What follows belongs to an exercise in optimizing a design on an open flow for small area; a production flow would make more cautious choices.
Only simulation tests tie the RTL to the original design; equivalence was not proved.
Power is estimated from default activity; no workload was simulated.

job 101:
Design amp_frontend, start of the top module:
module amp_frontend (
    input reset,
    input wire clk,
    input rx_in,
    input nerror_in,
    output i2s_bck,
    output i2s_ws,
    output i2s_d0,
    output i2c_sda,
    output i2c_scl,
    output nenable_out,
    output nmute_out);
export LEC_CHECK = 0
export CAP_MARGIN = 20
export CORE_MARGIN = 2
export CORE_UTILIZATION = 65
export SLEW_MARGIN = 20
create_clock -name core_clock -period 10.0 [get_ports {clk}]
standard.sh (not shown) runs the stock make flow with config.mk's settings and CLKGATE_MAP_FILE= SYNTH_SCRIPT=/design/flow/synth_recipe.tcl, a recipe that flattens the netlist after the stock synthesis.
==> flow/flow/run.sh <==
#!/bin/bash
# The standard layout (standard.sh) with three changes:
#  - synthesis maps the logic with an area-oriented ABC recipe (area.abc) and
#    leaves adders to ABC instead of mapping them to adder cells first;
#  - the clock tree is built without dummy load cells;
#  - ports get minimum-size buffers.
# make's output goes to standard.log; each tool's log is in orfs/logs.
set -euo pipefail
W=$PWD
export AREA_ABC_SCRIPT=$W/flow/area.abc
export FLOW_SYNTH_TCL=$W/synth_recipe.tcl
export ADDER_MAP_FILE=
export CTS_ARGS="-sink_clustering_enable -repair_clock_nets -dont_use_dummy_load -buf_list {sky130_fd_sc_hd__clkbuf_4 sky130_fd_sc_hd__clkbuf_8}"
export BUFFER_PORTS_ARGS="-buffer_cell sky130_fd_sc_hd__buf_1"
sed "s#SYNTH_SCRIPT=[^ ]*#SYNTH_SCRIPT=$W/flow/area_synth.tcl#" standard.sh > area_standard.sh
grep -q "SYNTH_SCRIPT=$W/flow/area_synth.tcl" area_standard.sh
bash area_standard.sh > standard.log 2>&1
==> flow/flow/area.abc <==
strash
&get -n
&fraig -x
&put
scorr
dc2
strash
&get -n
&deepsyn -T 30 -S 7
&put
dch -f
amap
==> flow/flow/area_synth.tcl <==
# The standard flow's synthesis script (synth_recipe.tcl, which sources ORFS's synth.tcl)
# with one change: the ABC call uses the area-oriented recipe in area.abc
# instead of ORFS's speed script. Registers are mapped before ABC runs, so
# they are the same as in the standard synthesis.
proc abc {args} {
  set i [lsearch $args -script]
  if {$i >= 0} { lset args [expr {$i + 1}] $::env(AREA_ABC_SCRIPT) }
  yosys abc {*}$args
}
source $::env(FLOW_SYNTH_TCL)
What job 102 does differently from job 101 at the input level:
Settings: CORE_UTILIZATION: 65 -> 40.
==> flow/run.sh (new file) <==
#!/bin/bash
# synth_recipe.tcl (not shown) runs the flow's synth.tcl, then flattens the netlist and writes it again
# the make line also repeats each setting of config.mk as NAME=value (left out here)
make -C /OpenROAD-flow-scripts/flow DESIGN_CONFIG=/design/flow/config.mk WORK_HOME=/design/flow/orfs CLKGATE_MAP_FILE= SYNTH_SCRIPT=/design/flow/synth_recipe.tcl finish
removed: flow/flow/run.sh
removed: flow/flow/area.abc
removed: flow/flow/area_synth.tcl
removed: flow/standard.sh
==> run notes <==
Note that the wire length reported by the detailed router recorded for job 102 amounts to 1.08 times the value seen in job 101. HPWL after detailed placement: higher on job 102. Compared with job 101, job 102 shows die height higher by 33 µm. [job 102 vs job 101] worst hold slack after final layout: lower in job 102. From job 101 to job 102 the numbers moved as follows: share of the core filled with cells in the final layout now sits lower, amount of wire on met2 after detailed routing now sits higher, multi-input logic cell count now sits higher. Job 101 → job 102: power share of the combinational group saw a decrease, overall power saw a decrease, cell area after technology mapping saw an increase.
Here is what was changed in the inputs of job 103 compared with job 102.
==> flow/flow/run.sh (new file) <==
#!/bin/bash
# The standard layout (standard.sh), with the clock tree built without
# dummy loads and with the buffers and clustering below, and minimum-size
# port buffers. Each tool's output goes to the ORFS logs; make's to standard.log.
export CTS_ARGS="-repair_clock_nets -dont_use_dummy_load -sink_clustering_enable -sink_buffer_max_cap_derate 1.0 -buf_list {sky130_fd_sc_hd__clkbuf_8 sky130_fd_sc_hd__clkbuf_16}"
export BUFFER_PORTS_ARGS="-buffer_cell sky130_fd_sc_hd__buf_1"
bash standard.sh > standard.log 2>&1
==> flow/standard.sh (new file) <==
#!/bin/bash
# synth_recipe.tcl (not shown) runs the flow's synth.tcl, then flattens the netlist and writes it again
# the make line also repeats each setting of config.mk as NAME=value (left out here)
make -C /OpenROAD-flow-scripts/flow DESIGN_CONFIG=/design/flow/config.mk WORK_HOME=/design/flow/orfs CLKGATE_MAP_FILE= SYNTH_SCRIPT=/design/flow/synth_recipe.tcl "${@:-finish}"
removed: flow/run.sh
Findings:
- Summary of the comparison: clock network fraction of design power is lower in job 103, relative to job 102.
- Delta (job 103 minus job 102): wire length reported by the detailed router +1.7%, total power of the final layout went down by about 19%.

========
amp_frontend again, from the RTL that the note above started with.
clock: 10.0 ns
lec_check: 0
cap_margin: 20
core_margin: 2
core_utilization: 40
cts_buf_list: sky130_fd_sc_hd__clkbuf_2 sky130_fd_sc_hd__clkbuf_4 sky130_fd_sc_hd__clkbuf_8
slew_margin: 20
run.sh (not shown) runs the stock make flow with config.mk's settings and CLKGATE_MAP_FILE= SYNTH_SCRIPT=/design/flow/synth_recipe.tcl, a recipe that flattens the netlist after the stock synthesis.
Stock flow here: none of the scripts above is used.
==> next run, changes <==
==> flow/flow/run.sh (new file) <==
#!/bin/bash
# The standard layout (standard.sh) with three changes:
#  - synthesis maps the logic with an area-oriented ABC recipe (area.abc) and
#    leaves adders to ABC instead of mapping them to adder cells first;
#  - the clock tree is built without dummy load cells;
#  - ports get minimum-size buffers.
# make's output goes to standard.log; each tool's log is in orfs/logs.
set -euo pipefail
W=$PWD
export AREA_ABC_SCRIPT=$W/flow/area.abc
export FLOW_SYNTH_TCL=$W/synth_recipe.tcl
export ADDER_MAP_FILE=
export CTS_ARGS="-sink_clustering_enable -repair_clock_nets -dont_use_dummy_load -buf_list {sky130_fd_sc_hd__clkbuf_2 sky130_fd_sc_hd__clkbuf_4 sky130_fd_sc_hd__clkbuf_8} -sink_clustering_size 20 -sink_clustering_max_diameter 60"
export BUFFER_PORTS_ARGS="-buffer_cell sky130_fd_sc_hd__buf_1"
sed "s#SYNTH_SCRIPT=[^ ]*#SYNTH_SCRIPT=$W/flow/area_synth.tcl#" standard.sh > area_standard.sh
grep -q "SYNTH_SCRIPT=$W/flow/area_synth.tcl" area_standard.sh
bash area_standard.sh > standard.log 2>&1
==> flow/flow/area.abc (new file) <==
strash
&get -n
&fraig -x
&put
scorr
dc2
strash
&get -n
&deepsyn -T 30 -S 7
&put
dch -f
amap
==> flow/flow/area_synth.tcl (new file) <==
# The standard flow's synthesis script (synth_recipe.tcl, which sources ORFS's synth.tcl)
# with one change: the ABC call uses the area-oriented recipe in area.abc
# instead of ORFS's speed script. Registers are mapped before ABC runs, so
# they are the same as in the standard synthesis.
proc abc {args} {
  set i [lsearch $args -script]
  if {$i >= 0} { lset args [expr {$i + 1}] $::env(AREA_ABC_SCRIPT) }
  yosys abc {*}$args
}
source $::env(FLOW_SYNTH_TCL)
==> flow/standard.sh (new file) <==
#!/bin/bash
# synth_recipe.tcl (not shown) runs the flow's synth.tcl, then flattens the netlist and writes it again
# the make line also repeats each setting of config.mk as NAME=value (left out here)
make -C /OpenROAD-flow-scripts/flow DESIGN_CONFIG=/design/flow/config.mk WORK_HOME=/design/flow/orfs CLKGATE_MAP_FILE= SYNTH_SCRIPT=/design/flow/synth_recipe.tcl "${@:-finish}"
Settings changed: CORE_UTILIZATION 40 to 65, CTS_BUF_LIST sky130_fd_sc_hd__clkbuf_2 sky130_fd_sc_hd__clkbuf_4 sky130_fd_sc_hd__clkbuf_8 to default.
removed: flow/run.sh
After rerunning: Clock skew rises by 0.0031 ns; worst setup slack gets better by 0.20 ns; non-clock buffer count stays the same; die area went down by about 50%; core utilization grows by 27 points; total power goes up by about 54%.
==> next run, changes <==
==> flow/flow/run.sh (replaced) <==
#!/bin/bash
cp standard.sh standard_sh.log
export CTS_ARGS="-sink_clustering_enable -repair_clock_nets -dont_use_dummy_load -buf_list {sky130_fd_sc_hd__clkbuf_4 sky130_fd_sc_hd__clkbuf_8}"
export BUFFER_PORTS_ARGS="-buffer_cell sky130_fd_sc_hd__buf_1"
bash standard.sh > standard.log 2>&1
Settings changed: CORE_UTILIZATION 65 to 40.
removed: flow/flow/area.abc
removed: flow/flow/area_synth.tcl
After rerunning:
- cell count is higher by 8.6%
- global-route usage is lower by 10 points
- cell area is higher by 18%
- routed wire length is higher by 9.9%
- clock power is higher by about 4%
- area after synthesis is higher by 20%
- flip-flop and latch count stays the same
==> next run, changes <==
==> flow/flow/run.sh (replaced) <==
#!/bin/bash
# The standard layout (standard.sh), with the clock tree built without
# dummy loads and with the buffers and clustering below, and minimum-size
# port buffers. Each tool's output goes to the ORFS logs; make's to standard.log.
export CTS_ARGS="-sink_clustering_enable -repair_clock_nets -dont_use_dummy_load -buf_list {sky130_fd_sc_hd__clkbuf_16} -sink_clustering_size 100 -sink_clustering_max_diameter 500"
export BUFFER_PORTS_ARGS="-buffer_cell sky130_fd_sc_hd__buf_1"
bash standard.sh > standard.log 2>&1
What happened: Power went up by 13%. First-iteration DRC count went down by 6.5%. Worst setup slack gets better by 0.022 ns. Routed wire length went up by 1.5%. Design area went up by 1.8%. Worst hold slack gets worse by 0.0034 ns.
==> next run, changes <==
--- a/flow/flow/run.sh
+++ b/flow/flow/run.sh
@@ -5 +5 @@
-export CTS_ARGS="-sink_clustering_enable -repair_clock_nets -dont_use_dummy_load -buf_list {sky130_fd_sc_hd__clkbuf_16} -sink_clustering_size 100 -sink_clustering_max_diameter 500"
+export CTS_ARGS="-repair_clock_nets -dont_use_dummy_load -sink_clustering_enable -sink_clustering_levels 1 -sink_clustering_size 50 -sink_clustering_max_diameter 300 -buf_list {sky130_fd_sc_hd__clkbuf_8 sky130_fd_sc_hd__clkbuf_16}"
Power stays the same.
Clock-buffer cell count is unchanged.
Worst hold slack is unchanged.
Design area does not change.
==> next run, changes <==
==> flow/flow/run.sh (replaced) <==
#!/bin/bash
# The standard layout (standard.sh) with three changes:
#  - synthesis maps the logic with an area-oriented ABC recipe (area.abc) and
#    leaves adders to ABC instead of mapping them to adder cells first;
#  - the clock tree is built without dummy load cells;
#  - ports get minimum-size buffers.
# make's output goes to standard.log; each tool's log is in orfs/logs.
set -euo pipefail
W=$PWD
export AREA_ABC_SCRIPT=$W/flow/area.abc
export FLOW_SYNTH_TCL=$W/synth_recipe.tcl
export ADDER_MAP_FILE=
export CTS_ARGS="-sink_clustering_enable -repair_clock_nets -dont_use_dummy_load -buf_list {sky130_fd_sc_hd__clkbuf_4 sky130_fd_sc_hd__clkbuf_8}"
export BUFFER_PORTS_ARGS="-buffer_cell sky130_fd_sc_hd__buf_1"
sed "s#SYNTH_SCRIPT=[^ ]*#SYNTH_SCRIPT=$W/flow/area_synth.tcl#" standard.sh > area_standard.sh
grep -q "SYNTH_SCRIPT=$W/flow/area_synth.tcl" area_standard.sh
bash area_standard.sh > standard.log 2>&1
==> flow/flow/area.abc (new file) <==
strash
&get -n
&fraig -x
&put
scorr
dc2
strash
&get -n
&deepsyn -T 30 -S 7
&put
dch -f
amap
==> flow/flow/area_synth.tcl (new file) <==
# The standard flow's synthesis script (synth_recipe.tcl, which sources ORFS's synth.tcl)
# with one change: the ABC call uses the area-oriented recipe in area.abc
# instead of ORFS's speed script. Registers are mapped before ABC runs, so
# they are the same as in the standard synthesis.
proc abc {args} {
  set i [lsearch $args -script]
  if {$i >= 0} { lset args [expr {$i + 1}] $::env(AREA_ABC_SCRIPT) }
  yosys abc {*}$args
}
source $::env(FLOW_SYNTH_TCL)
The changed run produced a clean layout.
Power came out higher by 49%.
Core utilization is higher by 0.91 points.
First-iteration DRC count drops by 4.0%.
Via count came out lower by 1.7%.
Critical path depth does not change.

## re-timing with driven ports
The flow's constraints put no driver on any port. The routed layouts listed below were extracted and timed again, unchanged, in two steps.
Step 1, drivers: a clkbuf_16 drives clk and a buf_2 each remaining input, both assumed.
Step 2, shift: input delay + t, output delay - t, t = (earliest + latest rising clock arrival at the registers) / 2. This alone moves slack from input paths to output paths.
Slacks: no drivers / after step 1 / after step 2; pairs: no drivers / after step 1.
| run | t (ns) | setup slack, ns | worst slew at a driven data input, ns | pins driven straight from the clock port |
|---|---|---|---|---|
| job 101 | 0.378 | 5.395 / 5.362 / 5.740 | 0.03 | 1 |
| job 102 | 0.381 | 5.242 / 5.205 / 5.585 | 0.03 | 1 |
| job 103 | 0.393 | 5.510 / 5.473 / 5.866 | 0.03 | 1 |
| the first run of note 2 | 0.404 | 5.198 / 5.164 / 5.569 | 0.03 | 1 |
| the second run of note 2 | 0.378 | 5.395 / 5.362 / 5.740 | 0.03 | 1 |
| the third run of note 2 | 0.393 | 5.510 / 5.473 / 5.866 | 0.03 | 1 |
| the fourth run of note 2 | 0.381 | 5.533 / 5.491 / 5.872 | 0.03 | 1 |
| the fifth run of note 2 | 0.381 | 5.533 / 5.491 / 5.872 | 0.03 | 1 |
| the sixth run of note 2 | 0.379 | 5.427 / 5.395 / 5.774 | 0.03 | 1 |
After both steps setup and hold are still met in every run listed.
